This is an optimization exercise on Yosys and OpenROAD, whose aim is small area, a short achievable clock period and few clock cycles per item, not a production implementation.
Where RTL was checked, it was by simulation tests only, not by an equivalence proof against the original.
Power is estimated from default activity; no workload was simulated.

==> flow/design.v (excerpt) <==
module div_unit
(
    input  logic        clk,
    input  logic        rst,
    input  logic        issue,           
    input  logic [2:0]  funct3,          
    input  logic [6:0]  opcode,
    input  logic [4:0]  rd,
    input  logic [5:0]  pd,
    input  logic [2:0]  rob_idx,
    input  logic [31:0] pc,
    input  logic [31:0] ps1_value,
    input  logic [31:0] ps2_value,
    output logic        ready,           
    input  logic        cdb_dequeue,     
    output logic        res_valid,
    output logic [4:0]  res_rd,
    output logic [5:0]  res_pd,
    output logic [2:0]  res_rob_idx,
    output logic [31:0] res_value,
    output logic [31:0] res_rs1_value,
    output logic [31:0] res_rs2_value,
    output logic [31:0] res_pc,
    output logic [31:0] res_pc_next,
    output logic [6:0]  res_opcode
);
==> flow/config.mk <==
export PLATFORM = sky130hd
export DESIGN_NAME = div_unit
export DESIGN_NICKNAME = div_unit
export VERILOG_FILES = /design/flow/design.v
export SDC_FILE = /design/flow/constraint.sdc
export NUM_CORES = 4
export LEC_CHECK = 0
export ABC_AREA = 1
export CAP_MARGIN = 20
export CORE_MARGIN = 2
export CORE_UTILIZATION = 40
export PLACE_DENSITY = 0.6
export SETUP_SLACK_MARGIN = 1.0
export SLEW_MARGIN = 20
export SYNTH_HIERARCHICAL = 1
==> flow/constraint.sdc <==
create_clock -name core_clock -period 5.5 [get_ports {clk}]
set_input_delay 1.1000 -clock core_clock [delete_from_list [all_inputs] [get_ports {clk}]]
set_output_delay 1.1000 -clock core_clock [all_outputs]
set_load 0.01 [all_outputs]
standard.sh (not shown) runs the stock make flow with config.mk's settings and CLKGATE_MAP_FILE= SYNTH_SCRIPT=/design/flow/synth_recipe.tcl, a recipe that flattens the netlist after the stock synthesis.
==> flow/flow/run.sh <==
#!/bin/bash
export BUFFER_PORTS_ARGS="-buffer_cell sky130_fd_sc_hd__buf_1"
bash standard.sh > standard.log 2>&1
Rerun with:
Settings changed: SETUP_SLACK_MARGIN 1.0 to 1.3.
After rerunning:
- setup slack gains 64 ps
- area after synthesis stays the same
- total power climbs by about 13%
- worst hold slack hardly moves
- critical path depth climbs by 2
- wire length goes up by 5.5%
No functional check of the RTL was part of any run of this note.

* * *

Another version of the RTL of div_unit (not shown whole).
Size in the first run: roughly 2500 cells after synthesis, roughly 200 flip-flops, roughly 310 I/O pins, about 19000 sq um of cells after synthesis.
export LEC_CHECK = 0
export ABC_AREA = 1
export CAP_MARGIN = 20
export CORE_MARGIN = 2
export CORE_UTILIZATION = 40
export CTS_BUF_LIST = sky130_fd_sc_hd__clkbuf_8 sky130_fd_sc_hd__clkbuf_16
export CTS_CLUSTER_SIZE = 30
export PLACE_DENSITY = 0.6
export SETUP_SLACK_MARGIN = 1.0
export SLEW_MARGIN = 20
create_clock -name core_clock -period 5.5 [get_ports {clk}]
Scripts as last shown in full above: flow/flow/run.sh
Edit:
ABC_AREA = 0   (was 1)
CTS_BUF_LIST = not set   (was sky130_fd_sc_hd__clkbuf_8 sky130_fd_sc_hd__clkbuf_16)
CTS_CLUSTER_SIZE = not set   (was 30)
Outcome: The changed run completed without violations. Clock skew went up by 0.0076 ns. Global-route usage went up by 1.4 points. Routed wire length climbs by 15%. Hold slack improves by 0.017 ns. Maximum frequency grows by 4.2%. First-iteration DRC count grows by 49%. Die area rose by 10%.
No run of this note included a check of the RTL's function; only the layout flow was run.

* * *

red:
div_unit, a different RTL version from the one above (not shown whole).
Size in the first run: roughly 310 I/O pins, ~19000 sq um of cells after synthesis.
clock: 5.5 ns
lec_check: 0
abc_area: 1
cap_margin: 20
core_margin: 2
core_utilization: 40
place_density: 0.6
setup_slack_margin: 1.0
slew_margin: 20
Scripts as last shown in full above: flow/flow/run.sh
red finished every stage and its layout cleared the timing, design-rule and antenna checks.
Testbench counts of red, summed over its fixed seeds: cycles 17,896, ops 3,200.
Setup changes, red to blue
- a change of PLACE_DENSITY from 0.6 to 0.65
- a change of CORE_UTILIZATION from 40 to 50
## What came out
- Instance count after placement with tap cells included (higher): red
- Comparing blue and red, shortest clock period the worst path allows after layout is lower on blue.
- Against red as the reference, blue delivers a higher proportion of cell area occupied by multi-input gates.
- Total power of the final layout (higher): red
- Row detailed-route via count: blue higher / red lower
- Diff red -> blue: area used by multi-input combinational logic increased by 1.4% relative to the old numbers, worst path setup slack after routing increased by 0.044 ns relative to the old numbers.
- Compared with red, blue shows non-filler instance count after layout that has gone down by a few percent.
- Diff blue and red: number of cell instances on the worst register-to-register path lower in red
- Die area down about 20% in blue wrt red
Here is what was changed in the inputs of green compared with blue.
- setting GPL_ROUTABILITY_DRIVEN to 0 for the first time
Notes after the runs:
- green ended with every stage complete and zero timing, DRC or antenna violations.
- Status: power in sequential cells parity (green, blue)
- Compared to blue, green has all-layer global routing usage 0.47 points lower.
- Going from blue to green, first-iteration DRC count rose 2.9%, power rose 1.1%.
- Clock network area share up 0.39 points in green wrt blue
- On instance count after placement with tap cells included, blue tracks green almost exactly.
- Min sequential share of layout area across green and blue: blue
Edits applied to the flow inputs when going from green to orange:
- removing GPL_ROUTABILITY_DRIVEN (formerly 0)
- changing PLACE_DENSITY from 0.65 to 0.6
- changing SETUP_SLACK_MARGIN from 1.0 to 1.2
- changing CORE_UTILIZATION from 50 to 40
### Flow results
Diff orange..green | number of max-cap violations | unchanged. Cmp orange and green / width of the chip / lower: green. Side by side, initial cell density of the core turned out lower in orange than in green. Compared orange vs green, and total setup buffers inserted after CTS is up in orange. Between green and orange, HPWL reported at the end of detailed placement increased. Mapped cell area essentially unchanged between green and orange. rem_r$_DFFE_PP_ as the beginning of the critical path was reported by orange, and sb_r$_DFFE_PP_ by green.

* * *

12-03:
Another version of the RTL of div_unit (not shown whole).
Size in the first run: ~2500 cells after synthesis, about 200 flip-flops, about 310 I/O pins, ~0.018 sq mm of cells after synthesis.
Settings: LEC_CHECK=0, ABC_AREA=1, CAP_MARGIN=20, CORE_MARGIN=2, CORE_UTILIZATION=40, PLACE_DENSITY=0.6, SLEW_MARGIN=20; clock period 5.5 ns.
run.sh (not shown) runs the stock make flow with config.mk's settings and CLKGATE_MAP_FILE= SYNTH_SCRIPT=/design/flow/synth_recipe.tcl, a recipe that flattens the netlist after the stock synthesis.
Stock flow here: none of the scripts above is used.
Testbench counts of 12-03, summed over its fixed seeds: cycles 31,479, ops 3,200.
--- input diff 12-03..03-17 ---
Settings: putting ABC_CLOCK_PERIOD_IN_PS at 4000 where nothing was set; clearing ABC_AREA, which used to be 1; putting SETUP_SLACK_MARGIN at 1.5 where nothing was set.
Results
Share of the synthesized netlist area taken by xor and xnor gates, 12-03 and 03-17: larger value in 12-03
Cell area after placement (higher): 03-17
Of the two values seen for startpoint of the most critical setup path, ps1_value[31] was produced by 12-03 and ps1_value[1] by 03-17.
12-03 → 03-17: reported combinational group power went up by 52%; clock-net power +about 5%.
Compared to 12-03, 03-17 has post-route cell area about 22% higher.
Compared with 12-03, 03-17 shows power density over cell area higher by 9.6%.
The run with more routed wire is 03-17, not 12-03.
Cmp 03-17 vs 12-03: share of power burned in the clock network lower in 03-17
Of 12-03 and 03-17, 12-03 shows the lower total routed wire length on the met1 layer, with 03-17 above it.
03-17 vs 12-03 — critical path depth in cells dropped by more than a quarter

* * *

== build 22 ==
div_unit with an RTL version that a note above also has.
Size in the first run: roughly 310 I/O pins, about 19000 sq um of cells after synthesis.
## div_unit
module div_unit
(
    input  logic        clk,
    input  logic        rst,
    input  logic        issue,           
    input  logic [2:0]  funct3,          
    input  logic [6:0]  opcode,
    input  logic [4:0]  rd,
    input  logic [5:0]  pd,
    input  logic [2:0]  rob_idx,
    input  logic [31:0] pc,
    input  logic [31:0] ps1_value,
    input  logic [31:0] ps2_value,
    output logic        ready,           
    input  logic        cdb_dequeue,     
    output logic        res_valid,
    output logic [4:0]  res_rd,
    output logic [5:0]  res_pd,
    output logic [2:0]  res_rob_idx,
    output logic [31:0] res_value,
    output logic [31:0] res_rs1_value,
    output logic [31:0] res_rs2_value,
    output logic [31:0] res_pc,
    output logic [31:0] res_pc_next,
    output logic [6:0]  res_opcode
);
clock: 5.5 ns
lec_check: 0
abc_area: 1
cap_margin: 20
core_margin: 2
core_utilization: 40
place_density: 0.6
setup_slack_margin: 1.5
slew_margin: 20
standard.sh (not shown) runs the stock make flow with config.mk's settings and CLKGATE_MAP_FILE= SYNTH_SCRIPT=/design/flow/synth_recipe.tcl, a recipe that flattens the netlist after the stock synthesis.
Scripts as last shown in full above: flow/flow/run.sh
The following lists how build 13 was set up differently from build 22:
Settings: a change of SETUP_SLACK_MARGIN from 1.5 to 2.0.
--- outcome ---
Looking at the reports, build 13 completed the entire flow and the layout it produced met the timing, design-rule and antenna checks. Slew of the pin with the lowest slew margin: build 13 vs build 22 up 0.25 ns. Number of detailed-route iterations in the first pass: build 13 vs build 22 up 2. Side by side, part of the cycle the worst path needs turned out higher in build 13 than in build 22. Between build 13 and build 22, total power draw is higher for build 13, build 22 comes in under that.
The inputs of build 71 differ from those of build 13 as listed below.
Settings: SETUP_SLACK_MARGIN changed from 2.0 to 1.0.
### Flow results
- Comparing count of clock buffers in the final design for build 71 and build 13, the bigger number came from build 13.
- Build 71 has delay of the slowest cell on the worst path above what build 13 had.
- Compared with build 13, in build 71 total met3 wirelength after detailed routing lower, routability congestion estimate from global placement lower.
- Against build 13, build 71 comes in 762 higher on count of fill cells added during filler insertion.
- Taking build 13 as the reference, in build 71 hold slack level; measured slew at the worst slew-check pin fell by 0.11 ns; top achievable clock speed fell 1.6%; wire length lost 15%; first-iteration detailed-routing DRC count now sits lower.
- Final cell area excluding filler cells was lower in build 71 than in build 13.
Function was not checked in any run of this note: the RTL went through the layout flow alone.

* * *

div_unit with an RTL version that a note above also has.
Size in the first run: roughly 2500 cells after synthesis, ~310 I/O pins, ~19000 sq um of cells after synthesis.
## div_unit
module div_unit
(
    input  logic        clk,
    input  logic        rst,
    input  logic        issue,           
    input  logic [2:0]  funct3,          
    input  logic [6:0]  opcode,
    input  logic [4:0]  rd,
    input  logic [5:0]  pd,
    input  logic [2:0]  rob_idx,
    input  logic [31:0] pc,
    input  logic [31:0] ps1_value,
    input  logic [31:0] ps2_value,
    output logic        ready,           
    input  logic        cdb_dequeue,     
    output logic        res_valid,
    output logic [4:0]  res_rd,
    output logic [5:0]  res_pd,
    output logic [2:0]  res_rob_idx,
    output logic [31:0] res_value,
    output logic [31:0] res_rs1_value,
    output logic [31:0] res_rs2_value,
    output logic [31:0] res_pc,
    output logic [31:0] res_pc_next,
    output logic [6:0]  res_opcode
);
function automatic logic [5:0] bitlen(input logic [31:0] x);
    bitlen = 6'd0;
    for (int i = 0; i < 32; i++)
        if (x[i]) bitlen = i + 1;
endfunction
function automatic logic [31:0] or_down(input logic [31:0] x);
    or_down = x;
    or_down = or_down | (or_down >> 1);
    or_down = or_down | (or_down >> 2);
    or_down = or_down | (or_down >> 4);
    or_down = or_down | (or_down >> 8);
    or_down = or_down | (or_down >> 16);
endfunction
function automatic logic [31:0] or_up(input logic [31:0] x);
    or_up = x << 1;
    or_up = or_up | (or_up << 1);
    or_up = or_up | (or_up << 2);
    or_up = or_up | (or_up << 4);
    or_up = or_up | (or_up << 8);
    or_up = or_up | (or_up << 16);
endfunction
logic s_idle, s_setup, s_iter, s_done;
logic [31:0] a_r, b_r, pc_r;
logic [6:0]  opcode_r;
logic [4:0]  rd_r;
logic [5:0]  pd_r;
  ...
export LEC_CHECK = 0
export ABC_AREA = 1
export CAP_MARGIN = 5
export CORE_MARGIN = 2
export CORE_UTILIZATION = 40
export PLACE_DENSITY = 0.6
export SETUP_SLACK_MARGIN = 1.0
export SLEW_MARGIN = 5
create_clock -name core_clock -period 5.5 [get_ports {clk}]
Scripts as last shown in full above: flow/flow/run.sh
The baseline passed the timing, design-rule and antenna checks.
Testbench counts at the start, summed over its fixed seeds: cycles 17,896, ops 3,200.
Rerun with:
CAP_MARGIN = 20   (was 5)
CORE_UTILIZATION = 60   (was 40)
PLACE_DENSITY = 0.75   (was 0.6)
SLEW_MARGIN = 20   (was 5)
Result:
- cell area fell by 1.4%
- wire length fell by 3.5%
- register-to-register slack is worse by 0.03 ns
- core utilization rose by 24 points
- setup slack is worse by 0.026 ns
- area after synthesis is unchanged
Rerun with:
CORE_UTILIZATION = 40   (was 60)
CTS_BUF_LIST = sky130_fd_sc_hd__clkbuf_4 sky130_fd_sc_hd__clkbuf_8   (was unset)
PLACE_DENSITY = 0.6   (was 0.75)
=> The new run completed without violations; count of clock-buffer cells in the layout grows by 21; sequential cell count does not change; global-route usage went down by 12 points; worst setup slack improves by 0.016 ns; cell count came out higher by 8.7%; non-clock buffer count climbs by 44; total power climbs by 1.3%; worst hold slack gets worse by 0.0039 ns; via count decreases by 3.0%.
Rerun with:
CORE_UTILIZATION = 50   (was 40)
CTS_BUF_LIST = unset   (was sky130_fd_sc_hd__clkbuf_4 sky130_fd_sc_hd__clkbuf_8)
PLACE_DENSITY = 0.65   (was 0.6)
SETUP_SLACK_MARGIN = 1.1   (was 1.0)
What happened:
- via count increases slightly
- synthesized cell count does not change
- setup slack is about the same
- sequential share of layout area decreases by 0.46 points
- clock-buffer cell count decreases by 24
- combinational power hardly moves
- core utilization increases by 13 points
- routed wire length decreases by a few percent
- total power increases by a few percent
Rerun with:
CORE_UTILIZATION = 40   (was 50)
PLACE_DENSITY = 0.6   (was 0.65)
SETUP_SLACK_MARGIN = 0.8   (was 1.1)
Design area goes down by 5.2%.
Sequential power stays flat.
Utilization fell by 15 points.
Setup slack loses 0.14 ns.
Count of clock-buffer cells in the layout is unchanged.
Cell count grows by 0.97%.
Synthesized area stays the same.

* * *

## north
div_unit, a different RTL version from the one above (not shown whole).
For scale: ~2600 cells after synthesis, ~310 I/O pins.
==> flow/config.mk <==
export PLATFORM = sky130hd
export DESIGN_NAME = div_unit
export DESIGN_NICKNAME = div_unit
export VERILOG_FILES = /design/flow/design.v
export SDC_FILE = /design/flow/constraint.sdc
export NUM_CORES = 4
export LEC_CHECK = 0
export ABC_AREA = 1
export CAP_MARGIN = 20
export CORE_MARGIN = 2
export CORE_UTILIZATION = 40
export PLACE_DENSITY = 0.6
export SETUP_SLACK_MARGIN = 1.0
export SLEW_MARGIN = 20
==> flow/constraint.sdc <==
create_clock -name core_clock -period 5.5 [get_ports {clk}]
set_input_delay 1.1000 -clock core_clock [delete_from_list [all_inputs] [get_ports {clk}]]
set_output_delay 1.1000 -clock core_clock [all_outputs]
set_load 0.01 [all_outputs]
Scripts as last shown in full above: flow/flow/run.sh
No stage failed in north, and the final checks on the layout all came back clean.
## Diff of input files: south against north
-- flow/config.mk --
<<< north, line 13
export SETUP_SLACK_MARGIN = 1.0
>>> south, line 13
export SETUP_SLACK_MARGIN = 1.3
Results
- For standard cell area after detailed placement, north and south come out practically identical.
- The number of placed cells counting well taps was comparable across north and south.
- [compare] base=north new=south: total design power higher; height of the die roughly the same; ratio of final minimum period to clock period lower.
No functional check of the RTL was part of any run of this note.

* * *

v6:
Another version of the RTL of div_unit (not shown whole).
Size: ~2,500 cells after synthesis, about 200 flip-flops.
Settings: LEC_CHECK=0, ABC_AREA=1, CAP_MARGIN=20, CORE_MARGIN=2, CORE_UTILIZATION=40, PLACE_DENSITY=0.6, SETUP_SLACK_MARGIN=1.3, SLEW_MARGIN=20; clock period 5.5 ns.
Scripts as last shown in full above: flow/flow/run.sh
--- input diff v6..v7 ---
- SETUP_SLACK_MARGIN now 1.0, was 1.3
v7 reached the final stage; the timing, design-rule and antenna checks on its layout passed.
Flop and latch count out of synthesis: v6 vs v7 identical
Summary — power attributed to the clock group, v7 relative to v6: lower, by about 4%.
v7 vs v6: worst hold slack up
The estimated power of v7 ends up lower than the estimate for v6.
[compare] base=v6 new=v7: combinational power down 8.0%, final design utilization decreased 2.3 points.
Function was not checked in any run of this note: the RTL went through the layout flow alone.

* * *

Another version of the RTL of div_unit (not shown whole).
For scale: ~2800 cells after synthesis, about 210 flip-flops, roughly 310 I/O pins, roughly 21000 um^2 of cells after synthesis.
Settings: LEC_CHECK=0, ABC_AREA=1, CAP_MARGIN=20, CORE_MARGIN=2, CORE_UTILIZATION=50, PLACE_DENSITY=0.65, SETUP_SLACK_MARGIN=0.85, SLEW_MARGIN=20; clock period 5.5 ns.
Scripts as last shown in full above: flow/flow/run.sh
Testbench counts at the start, summed over its fixed seeds: cycles 14,719, ops 3,200.
Then changed:
SETUP_SLACK_MARGIN = 1.0   (was 0.85)
Maximum frequency climbs slightly.
Non-clock buffer count climbs by 51.
Clock skew drops by 0.017 ns.
Wire length climbs slightly.
Die area is unchanged.
Final area climbs by a few percent.
Total power is about the same.

[static timing again, ports no longer ideal]
The results above use ideal ports. As a check the final layouts listed here were re-extracted and re-timed, cells and wires unchanged. Step 1 (the two cells are an assumption about what drives the block):
set clk [get_ports {clk}]
set_driving_cell -lib_cell sky130_fd_sc_hd__clkbuf_16 $clk
set_driving_cell -lib_cell sky130_fd_sc_hd__buf_2 [delete_from_list [all_inputs] $clk]
Step 2 also shifts input and output timing later by t, the mid clock arrival at the registers, as if the neighbouring blocks saw the same clock. a / b / c = ideal / step 1 / step 2; a / b = the first two.
run	t (ns)	slack for setup (ns)	worst setup path at the end	worst data-port slew with drivers (ns)	cell pins on the clock port's net
the first run of note 1	0.607	1.200 / 1.163 / 0.626	input to register	0.09	1
the second run of note 1	0.623	1.264 / 1.264 / 0.878	input to register	0.08	1
the first run of note 2	0.582	0.613 / 0.560 / 0.678	register to register	0.09	1
the second run of note 2	0.614	0.812 / 0.812 / 0.812	register to register	0.09	1
red	0.605	1.106 / 1.054 / 0.761	input to register	0.08	1
blue	0.583	1.151 / 1.096 / 0.795	input to register	0.07	1
green	0.597	1.112 / 1.086 / 0.787	input to register	0.06	1
orange	0.607	1.273 / 1.217 / 0.953	input to register	0.07	1
12-03	0.541	0.310 / 0.309 / -0.232	input to register	0.11	1
03-17	0.558	0.185 / 0.157 / -0.401	input to register	0.10	1
build 22	0.583	0.767 / 0.712 / 1.033	input to register	0.08	1
build 13	0.597	0.698 / 0.640 / 0.780	register to register	0.09	1
build 71	0.583	0.619 / 0.565 / 0.705	input to register	0.08	1
the first run of note 6	0.605	1.106 / 1.054 / 0.761	input to register	0.08	1
the second run of note 6	0.591	1.080 / 1.025 / 0.821	input to register	0.05	1
the third run of note 6	0.652	1.096 / 1.048 / 0.754	input to register	0.08	1
the fourth run of note 6	0.591	1.096 / 1.041 / 0.843	input to register	0.06	1
the fifth run of note 6	0.601	0.952 / 0.899 / 0.636	input to register	0.09	1
north	0.645	0.478 / 0.415 / 0.745	input to register	0.09	1
south	0.627	0.591 / 0.532 / 1.009	input to register	0.07	1
v6	0.595	1.232 / 1.178 / 1.007	input to register	0.07	1
v7	0.593	1.124 / 1.071 / 0.679	input to register	0.09	1
the first run of note 9	0.611	0.959 / 0.901 / 0.827	input to register	0.07	1
the second run of note 9	0.623	1.016 / 0.955 / 0.845	input to register	0.08	1
Met with ideal ports but missed after step 2: setup timing in 12-03 and 03-17. The setup slack of 03-17, which loses most, moves by -0.028 ns with the drivers and by -0.586 ns with both steps.
